Context: an optimization exercise on an open-source flow, tuned for small area. The choices shown serve that exercise and are no tape-out recipe. Only simulation tests tie the RTL to the original design; equivalence was not proved. No activity file was given, so power comes from the tool's default toggle rates.

==> flow/design.v, too long to show whole: its modules and the start of the top module <==
// module qr_fa: 4 lines
// module qr_ha: 4 lines
// module qr_out: 19 lines
// module qr_hbf: 695 lines
// module qr_th: 902 lines
// module qr_engine: 4237 lines
// module qam_rx: 64 lines
module qam_rx(
    input clk,
    input reset,
    input [2:0] sw,
    input signed [17:0] rf_in,
    output signed [17:0] dec_var_i,
    output signed [17:0] dec_var_q
);
  // ...
==> flow/run.sh <==
#!/bin/bash
# synth_recipe.tcl (not shown) runs the flow's synth.tcl, then flattens the netlist and writes it again
# the make line also repeats each setting of config.mk as NAME=value (left out here)
make -C /OpenROAD-flow-scripts/flow DESIGN_CONFIG=/design/flow/config.mk WORK_HOME=/design/flow/orfs CLKGATE_MAP_FILE= SYNTH_SCRIPT=/design/flow/synth_recipe.tcl finish
==> flow/config.mk <==
export PLATFORM = sky130hd
export DESIGN_NAME = qam_rx
export DESIGN_NICKNAME = qam_rx
export VERILOG_FILES = /design/flow/design.v
export SDC_FILE = /design/flow/constraint.sdc
export NUM_CORES = 8
export LEC_CHECK = 0
export CAP_MARGIN = 20
export CORE_MARGIN = 2
export CORE_UTILIZATION = 70
export CTS_CLUSTER_DIAMETER = 80
export CTS_CLUSTER_SIZE = 24
export SLEW_MARGIN = 20
export SYNTH_HIERARCHICAL = 1
export SYNTH_MINIMUM_KEEP_SIZE = 0
==> flow/constraint.sdc <==
create_clock -name core_clock -period 12.0 [get_ports {clk}]
set_input_delay 2.4000 -clock core_clock [delete_from_list [all_inputs] [get_ports {clk}]]
set_output_delay 2.4000 -clock core_clock [all_outputs]
set_load 0.01 [all_outputs]
==> impl_metrics.env, run 1 <==
export IMPL_final_util_pct=74.63
export IMPL_hold_path_depth=0
export IMPL_crit_arrival_ns=11.34
export IMPL_via_per_inst=5.891
export IMPL_power_clock_mw=11.6
export IMPL_timing_critical_path_max_delay_family="adder cells"
export IMPL_final_fill_count=22680
export IMPL_pwr_group_combinational_mw=46.4
export IMPL_layout_commonest_cell="dfxtp_1"
export IMPL_share_of_the_final_layout_cell_area_in_multi_input_gates_pct=42.65
export IMPL_effective_utilization_at_floorplan_pct=70.36
export IMPL_reg_largest_list="HI.xf x170, HQ.xf x153"
export IMPL_worst_path_max_delay_cell="dfxtp_1"
export IMPL_antenna_violations_before_repair=29
export IMPL_hold_ws_ns=0.2926
export IMPL_element_type_at_the_critical_path_start="flop"
export IMPL_synth_yosys_warnings=11
export IMPL_drt_drc_violations_left=0
export IMPL_use_met3_pct=10.93
export IMPL_layout_clock_buffers=438
export IMPL_worst_pin_slew_ns=1.096
export IMPL_clock_cell_area_share_pct=3.380
export IMPL_largest_register="HI.xf"
export IMPL_share_of_total_power_in_sequential_cells_pct=30.2
export IMPL_report_final_setup_viol=0
export IMPL_postLayoutCellArea_mm2=0.2778
export IMPL_run_status="timing/DRC/antenna clean"
==> run 2, diff against run 1 <==
--- a/flow/design.v
+++ b/flow/design.v
@@ -5792,17 +5792,17 @@
 wire kf_bs15, kf_bk15; qr_fa kf_bu15 (.a(xf_ra[33]), .b(xf_rb[33]), .c(kf_bk14), .s(kf_bs15), .k(kf_bk15));
 wire kf_bs16, kf_bk16; qr_fa kf_bu16 (.a(xf_ra[34]), .b(xf_rb[34]), .c(kf_bk15), .s(kf_bs16), .k(kf_bk16));
 wire kf_bs17, kf_bk17; qr_fa kf_bu17 (.a(xf_ra[35]), .b(xf_rb[35]), .c(kf_bk16), .s(kf_bs17), .k(kf_bk17));
 wire [17:0] kf_h1 = {kf_bs17, kf_bs16, kf_bs15, kf_bs14, kf_bs13, kf_bs12, kf_bs11, kf_bs10, kf_bs9, kf_bs8, kf_bs7, kf_bs6, kf_bs5, kf_bs4, kf_bs3, kf_bs2, kf_bs1, kf_bs0};
 wire [35:0] F = {kf_lk17 ? kf_h1 : kf_h0, kf_lo};
 reg [30:0] GR0; reg [32:0] GR1; reg [33:0] GR2; reg [35:0] FR, IA; reg [17:0] Z;
 always @(posedge clk) if (wst) begin GR0 <= G0; GR1 <= G1; GR2 <= G2; FR <= F; end
 reg [35:0] gsel;
-always @* case (icl) 2'd0: gsel = {{5{GR0[30]}}, GR0}; 2'd1: gsel = {{3{GR1[32]}}, GR1}; default: gsel = {{2{GR2[33]}}, GR2}; endcase
+always @* if (!itv) gsel = 36'd0; else case (icl) 2'd0: gsel = {{5{GR0[30]}}, GR0}; 2'd1: gsel = {{3{GR1[32]}}, GR1}; default: gsel = {{2{GR2[33]}}, GR2}; endcase
 wire ki_ls0, ki_lk0; qr_ha ki_lu0 (.a(IA[0]), .b(gsel[0]), .s(ki_ls0), .k(ki_lk0));
 wire ki_ls1, ki_lk1; qr_fa ki_lu1 (.a(IA[1]), .b(gsel[1]), .c(ki_lk0), .s(ki_ls1), .k(ki_lk1));
 wire ki_ls2, ki_lk2; qr_fa ki_lu2 (.a(IA[2]), .b(gsel[2]), .c(ki_lk1), .s(ki_ls2), .k(ki_lk2));
 wire ki_ls3, ki_lk3; qr_fa ki_lu3 (.a(IA[3]), .b(gsel[3]), .c(ki_lk2), .s(ki_ls3), .k(ki_lk3));
 wire ki_ls4, ki_lk4; qr_fa ki_lu4 (.a(IA[4]), .b(gsel[4]), .c(ki_lk3), .s(ki_ls4), .k(ki_lk4));
 wire ki_ls5, ki_lk5; qr_fa ki_lu5 (.a(IA[5]), .b(gsel[5]), .c(ki_lk4), .s(ki_ls5), .k(ki_lk5));
 wire ki_ls6, ki_lk6; qr_fa ki_lu6 (.a(IA[6]), .b(gsel[6]), .c(ki_lk5), .s(ki_ls6), .k(ki_lk6));
 wire ki_ls7, ki_lk7; qr_fa ki_lu7 (.a(IA[7]), .b(gsel[7]), .c(ki_lk6), .s(ki_ls7), .k(ki_lk7));
@@ -5851,17 +5851,18 @@
 wire ki_bs12, ki_bk12; qr_fa ki_bu12 (.a(IA[30]), .b(gsel[30]), .c(ki_bk11), .s(ki_bs12), .k(ki_bk12));
 wire ki_bs13, ki_bk13; qr_fa ki_bu13 (.a(IA[31]), .b(gsel[31]), .c(ki_bk12), .s(ki_bs13), .k(ki_bk13));
 wire ki_bs14, ki_bk14; qr_fa ki_bu14 (.a(IA[32]), .b(gsel[32]), .c(ki_bk13), .s(ki_bs14), .k(ki_bk14));
 wire ki_bs15, ki_bk15; qr_fa ki_bu15 (.a(IA[33]), .b(gsel[33]), .c(ki_bk14), .s(ki_bs15), .k(ki_bk15));
 wire ki_bs16, ki_bk16; qr_fa ki_bu16 (.a(IA[34]), .b(gsel[34]), .c(ki_bk15), .s(ki_bs16), .k(ki_bk16));
 wire ki_bs17, ki_bk17; qr_fa ki_bu17 (.a(IA[35]), .b(gsel[35]), .c(ki_bk16), .s(ki_bs17), .k(ki_bk17));
 wire [17:0] ki_h1 = {ki_bs17, ki_bs16, ki_bs15, ki_bs14, ki_bs13, ki_bs12, ki_bs11, ki_bs10, ki_bs9, ki_bs8, ki_bs7, ki_bs6, ki_bs5, ki_bs4, ki_bs3, ki_bs2, ki_bs1, ki_bs0};
 wire [35:0] IAn = {ki_lk17 ? ki_h1 : ki_h0, ki_lo};
-always @(posedge clk) if (init) begin IA <= FR; Z <= IA[35:18]; end else if (itv) IA <= IAn;
+always @(posedge clk) IA <= init ? FR : IAn;
+always @(posedge clk) if (init) Z <= IA[35:18];
 always @(posedge clk) if (tick) y <= Z;
 endmodule
 module qam_rx(
     input clk,
     input reset,
     input [2:0] sw,
     input signed [17:0] rf_in,
     output signed [17:0] dec_var_i,
--- a/flow/config.mk
+++ b/flow/config.mk
@@ -5,11 +5,12 @@
 export SDC_FILE = /design/flow/constraint.sdc
 export NUM_CORES = 8
 export LEC_CHECK = 0
 export CAP_MARGIN = 20
 export CORE_MARGIN = 2
 export CORE_UTILIZATION = 70
 export CTS_CLUSTER_DIAMETER = 80
 export CTS_CLUSTER_SIZE = 24
+export PLACE_DENSITY = 0.75
 export SLEW_MARGIN = 20
 export SYNTH_HIERARCHICAL = 1
 export SYNTH_MINIMUM_KEEP_SIZE = 0
==> impl_metrics.env, run 2 <==
export IMPL_detailedRoute_firstPassIterationCount=14
export IMPL_cts_sink_count=6064
export IMPL_crit_path_end_kind="flop"
export IMPL_overflow_left_after_global_routing=0
export IMPL_numCtsBuffers=307
export IMPL_cp_common_cell="fa_1"
export IMPL_place_worst_setup_slack_ns=1.349
export IMPL_grt_pass1_wl_um=957900
export IMPL_final_min_clock_period_ns=10.54
export IMPL_num_vias=129100
export IMPL_detailedRoute_firstIterationViolations=13720
export IMPL_worst_skew_pair_late_latency_ns=1.01
export IMPL_timing_critical_path_required_ns=12.70
export IMPL_cp_num_buf_inv=4
export IMPL_cts_reportedPaths_clkPinSlew_ns=0.10
export IMPL_syn_cell_area_mm2=0.2615
export IMPL_hold_sp="EI.rg123[9]"
export IMPL_post_cts_setup_buffer_count=0
export IMPL_so_violations="antenna rules"
export IMPL_run_status="finished with violations"
export IMPL_crit_path_max_incr_delay_ns=0.63
export IMPL_htreeDepth=5
export IMPL_report_final_setup_viol=0
export IMPL_io_pins=59
export IMPL_layout_cell_share_with_drive_strength_beyond_1_pct=10.26
export IMPL_largest_register_ffs=170
export IMPL_power_density_mw_per_mm2=300.6
export IMPL_cells_resized_by_post_cts_repair=0
export IMPL_postSynthAreaPerCell_um2=15.75
export IMPL_fmax_mhz=94.84
export IMPL_timing_critical_path_max_delay_family="adder cells"
export IMPL_worstHoldPathType="flop to flop"
export IMPL_area_delta_synth_final_pct=6.098
export IMPL_placeableCoreArea_mm2=0.3722
export IMPL_most_common_layout_cells="dfxtp_1, fa_1, edfxtp_1"
export IMPL_via_per_inst=5.888
export IMPL_grt_pass1_vias=137200
export IMPL_final_antenna_net_count=1
export IMPL_largest_register="HI.xf"
export IMPL_crit_start="ph[0]"
export IMPL_effective_utilization_at_floorplan_pct=70.25
export IMPL_summed_negative_setup_slack_over_all_endpoints_ns=0
export IMPL_drt_drc_violations_left=0
export IMPL_crit_arrival_ns=11.25
export IMPL_post_layout_nonfiller_instances=21930
export IMPL_slew_violations=0
export IMPL_dp_hpwl_um=539000
export IMPL_leakage_nw=112.5
export IMPL_worst_pin_slew_ns=1.221
export IMPL_floorplan_die_area_mm2=0.3785
export IMPL_ctsHoldBuffers=0
export IMPL_antenna_violations_before_repair=46
export IMPL_tritoncts_clock_tree="yes"
export IMPL_die_height_um=615.2
export IMPL_clock_tree_root_cell="clkbuf_16"
export IMPL_place_area_mm2=0.2680
export IMPL_period_share_pct=87.87
export IMPL_highest_fanout_seen_on_the_critical_path=38
export IMPL_dieWidth_um=615.2
export IMPL_post_synth_inst_count=16600
export IMPL_reg2reg_from="ph[0]"
export IMPL_element_type_at_the_critical_path_start="flop"
export IMPL_postLayoutCellArea_mm2=0.2774
export IMPL_slew_limit_headroom_pct=18.61
export IMPL_wl_um=661400
export IMPL_layout_commonest_cell="dfxtp_1"
export IMPL_finish_net_count=21620
export IMPL_finalWorstSetupSlack_ns=1.456
export IMPL_grt_total_usage_pct=35.84
export IMPL_route_detailed_wl_per_inst_um=30.16
export IMPL_final_fill_count=22750
export IMPL_grt_setup_unrepaired="false"
export IMPL_worst_path_max_delay_cell="fa_1"
export IMPL_largest_net_degree_at_the_start_of_global_routing=181
export IMPL_reg_largest_list="HI.xf x170, HQ.xf x153"
export IMPL_clock_skew_ns=0.08601
export IMPL_vdd_ir_drop_max_v=0.009956
export IMPL_routabilityCongestion=1.048
export IMPL_placed_cells_incl_taps=21420
export IMPL_row_count=224
export IMPL_cts_root_to_sink_buffers=4
export IMPL_synth_yosys_warnings=11
export IMPL_maxCapViolations=0
export IMPL_report_final_hold_viol_count=0
export IMPL_port_buffer_count=58
export IMPL_worst_setup_path_type="flop to flop"
run 2: changes by cell type in the layout (fill, tap and decap cells not counted), moves of 3 or more:
cell / change
o21ai_0: -74
clkinv_8: -5
inv_6: +6
o21ai_1: +14
o211a_1: +60
clkbuf_8: -3
clkbuf_1: -11
clkbuf_16: +4
a21oi_1: +6
dfxtp_1: +73
edfxtp_1: -72
buf_4: +10
diode_2: +12
run 2: final timing paths:
check / end / slack, ns / cells after the start
max: EI.A0[12] / 1.46 / 32
max reg2reg: EI.A0[12] / 1.46 / 32
min: EI.rg123[13] / 0.28 / 0
min reg2reg: EI.rg123[13] / 0.28 / 0
run 2: layer usage:
metal	routed length, um	global-route usage [%]	up-vias
met5	502	0.6692	-
met3	72010	11.22	979
met1	277800	52.59	67990
met2	289300	52.37	5192
met4	21790	9.817	24
li1	-	-	54930
run 2: area by class of cell:
type,instances,area [um2],share of cell area [%]
clock inverters,62,1144,0.4122
flip-flops and latches,6064,136600,49.24
diodes,20,50.05,0.01804
well taps,4972,6221,2.242
inverters,1304,4895,1.764
repair buffers,172,1501,0.5412
clock buffers,428,8232,2.967
multi-input cells,8905,118800,42.81
run 2: where the power goes:
group          leakage [nW]  internal (mW)  switching [mW]  total (mW)
Combinational          57.6           20.9            26.0        46.9
Sequential             50.4           24.4           0.455        24.9
Clock                  4.48           5.02            6.60        11.6
run 2: metrics by stage:
step	total power, mW	util (%)	hold slack, ns
4_1_cts	83.90	74.52	0.2622
3_3_place_gp	71.01	72.00	0.3095
2_1_floorplan	62.52	-	0.3096
5_1_grt	89.82	74.53	0.2902
6_report	83.40	74.54	0.2767
3_5_place_dp	71.95	72.00	0.3121
==> run 3, diff against run 2 <==
--- a/flow/config.mk
+++ b/flow/config.mk
@@ -10,7 +10,6 @@
 export CORE_UTILIZATION = 70
 export CTS_CLUSTER_DIAMETER = 80
 export CTS_CLUSTER_SIZE = 24
-export PLACE_DENSITY = 0.75
 export SLEW_MARGIN = 20
 export SYNTH_HIERARCHICAL = 1
 export SYNTH_MINIMUM_KEEP_SIZE = 0
==> impl_metrics.env, run 3 <==
export IMPL_num_vias=129100
export IMPL_ctsHoldBuffers=0
export IMPL_place_area_mm2=0.2680
export IMPL_highest_fanout_seen_on_the_critical_path=38
export IMPL_largest_register="HI.xf"
export IMPL_worst_skew_pair_late_latency_ns=1.01
export IMPL_period_share_pct=87.87
export IMPL_die_height_um=615.2
export IMPL_cts_sink_count=6064
export IMPL_drt_drc_violations_left=0
export IMPL_worstRegToRegCells=32
export IMPL_timing_critical_path_required_ns=12.70
export IMPL_dp_hpwl_um=539000
export IMPL_postLayoutCellArea_mm2=0.2774
export IMPL_floorplan_die_area_mm2=0.3785
export IMPL_overflow_left_after_global_routing=0
export IMPL_layout_commonest_cell="dfxtp_1"
export IMPL_grt_total_usage_pct=35.84
export IMPL_hold_ws_ns=0.2767
export IMPL_most_common_layout_cells="dfxtp_1, fa_1, edfxtp_1"
export IMPL_worst_reg2reg_path_endpoint="EI.A0[12]"
export IMPL_htreeDepth=5
export IMPL_clock_skew_ns=0.08601
export IMPL_grt_pass1_wl_um=957900
export IMPL_reg2reg_from="ph[0]"
export IMPL_cts_reportedPaths_clkPinSlew_ns=0.10
export IMPL_fmax_mhz=94.84
export IMPL_placeableCoreArea_mm2=0.3722
export IMPL_route_detailed_wl_per_inst_um=30.16
export IMPL_grt_pass1_vias=137200
export IMPL_detailedRoute_firstPassIterationCount=14
export IMPL_detailedRoute_firstIterationViolations=13720
export IMPL_worst_pin_slew_ns=1.221
export IMPL_finalWorstSetupSlack_ns=1.456
export IMPL_grt_setup_unrepaired="false"
export IMPL_wl_um=661400
export IMPL_effective_utilization_at_floorplan_pct=70.25
export IMPL_power_switching_share_pct=39.62
export IMPL_leakage_nw=112.5
export IMPL_hold_path_depth=0
export IMPL_clock_tree_root_cell="clkbuf_16"
export IMPL_share_of_total_power_in_sequential_cells_pct=29.8
export IMPL_routabilityCongestion=1.048
export IMPL_crit_path_end_kind="flop"
export IMPL_slew_limit_headroom_pct=18.61
export IMPL_worstHoldPathType="flop to flop"
export IMPL_final_antenna_net_count=1
export IMPL_report_final_setup_viol=0
export IMPL_slew_violations=0
export IMPL_so_violations="antenna rules"
export IMPL_crit_path_max_incr_delay_ns=0.63
export IMPL_hold_path_end="EI.rg123[13]"
export IMPL_maxCapViolations=0
export IMPL_report_final_hold_viol_count=0
export IMPL_synth_yosys_warnings=11
export IMPL_cells_resized_by_post_cts_repair=0
export IMPL_dieWidth_um=615.2
export IMPL_via_per_inst=5.888
export IMPL_postSynthAreaPerCell_um2=15.75
export IMPL_finish_net_count=21620
export IMPL_run_status="finished with violations"
export IMPL_power_report_internal_total_mw=50.36
export IMPL_post_synth_inst_count=16600
export IMPL_power_density_mw_per_mm2=300.6
export IMPL_reg_largest_list="HI.xf x170, HQ.xf x153"
export IMPL_finalPower_mw=83.40
export IMPL_vdd_ir_drop_max_v=0.009956
export IMPL_antenna_violations_before_repair=46
export IMPL_tritoncts_clock_tree="yes"
export IMPL_io_pins=59
export IMPL_worst_setup_path_type="flop to flop"
export IMPL_hold_sp="EI.rg123[9]"
export IMPL_place_worst_setup_slack_ns=1.349
export IMPL_final_min_clock_period_ns=10.54
export IMPL_worst_path_max_delay_cell="fa_1"
export IMPL_total_switching_power_mw=33.04
export IMPL_syn_cell_area_mm2=0.2615
export IMPL_element_type_at_the_critical_path_start="flop"
export IMPL_cp_common_cell="fa_1"
export IMPL_crit_arrival_ns=11.25
export IMPL_post_cts_setup_buffer_count=0
export IMPL_largest_net_degree_at_the_start_of_global_routing=181
export IMPL_summed_negative_setup_slack_over_all_endpoints_ns=0
export IMPL_port_buffer_count=58
export IMPL_layout_cell_share_with_drive_strength_beyond_1_pct=10.26
export IMPL_setup_reg_to_reg_worst_slack_ns=1.46
export IMPL_power_share_clock_pct=13.9
export IMPL_comb_pwr_share_pct=56.2
export IMPL_area_delta_synth_final_pct=6.098
export IMPL_numCtsBuffers=307
export IMPL_row_count=224
export IMPL_cts_root_to_sink_buffers=4
export IMPL_largest_register_ffs=170
## run 3: worst max-delay path by stage
stage / startpoint / endpoint / cells after the start
finish: ph[0] / EI.A0[12] / 32
detailed placement: ph[0] / EI.A0[12] / 32
global placement: ph[0] / EI.A0[12] / 32
CTS: ph[0] / EI.A0[12] / 32
global route: ph[0] / EI.A0[12] / 32
floorplan: p[0] / d1i[15] / 35
## run 3: final cells by class
type                    instances  area (um2)
diodes                         20       50.05
clock buffers                 428        8232
clock inverters                62        1144
fillers                     22750       94770
inverters                    1304        4895
multi-input cells            8905      118800
flip-flops and latches       6064      136600
well taps                    4972        6221
repair buffers                172        1501
## run 3: power groups by stage
stage | clock [mW] | sequential [mW] | combinational, mW
global placement | 0 | 25.5 | 45.5
finish | 11.6 | 24.9 | 46.9
CTS | 11.7 | 24.9 | 47.2
detailed placement | 0 | 25.4 | 46.6
floorplan | 0 | 26.4 | 36.1
global route | 12.4 | 24.9 | 52.5
## run 3: worst max-delay path: cells and delay by family, from the launching register on
kind                       cells  cell delay [ns]
DFF                            1             0.62
buffers and inverters          4             0.33
muxes                          1             0.54
and+or+nand+nor                1             0.12
xor gates and xnor gates       1             0.12
adders and majority gates     15             6.01
AOI/OAI and AO/OA             10             2.56
## run 3: metal layers
layer	track usage [%]	up-vias	routed length, um
met5	0.6692	-	502
met4	9.817	24	21790
met3	11.22	979	72010
met2	52.37	5192	289300
met1	52.59	67990	277800
li1	-	54930	-
## run 3: metrics by stage
stage,util (%),cells
after floorplan,-,16630
after global placement,72.00,21420
after detailed placement,72.00,21420
after CTS,74.52,21910
after global routing,74.53,21910
final,74.54,21930

afterwards: timing with drivers on the ports:
Ports are ideal in the flow. The routed layouts listed here were re-timed in OpenROAD.
Step 1 assumes that a clkbuf_16 drives the clock port and a buf_2 every other input.
Step 2 moves the port delays by t, midway between the first and last clock arrival at a register: inputs arrive t later, outputs are due t later. That takes back most of the time a late clock gives input paths.
Three values: no drivers, after step 1, after step 2; two values: the first two.
run | t, ns | setup WS [ns] | worst register clock-pin slew, ns | worst data-port slew with drivers (ns)
run 1 | 1.066 | 1.320 / 1.320 / 1.320 | 0.11 / 0.11 | 0.22
run 2 | 1.067 | 1.456 / 1.456 / 1.456 | 0.10 / 0.10 | 0.20
run 3 | 1.067 | 1.456 / 1.456 / 1.456 | 0.10 / 0.10 | 0.20
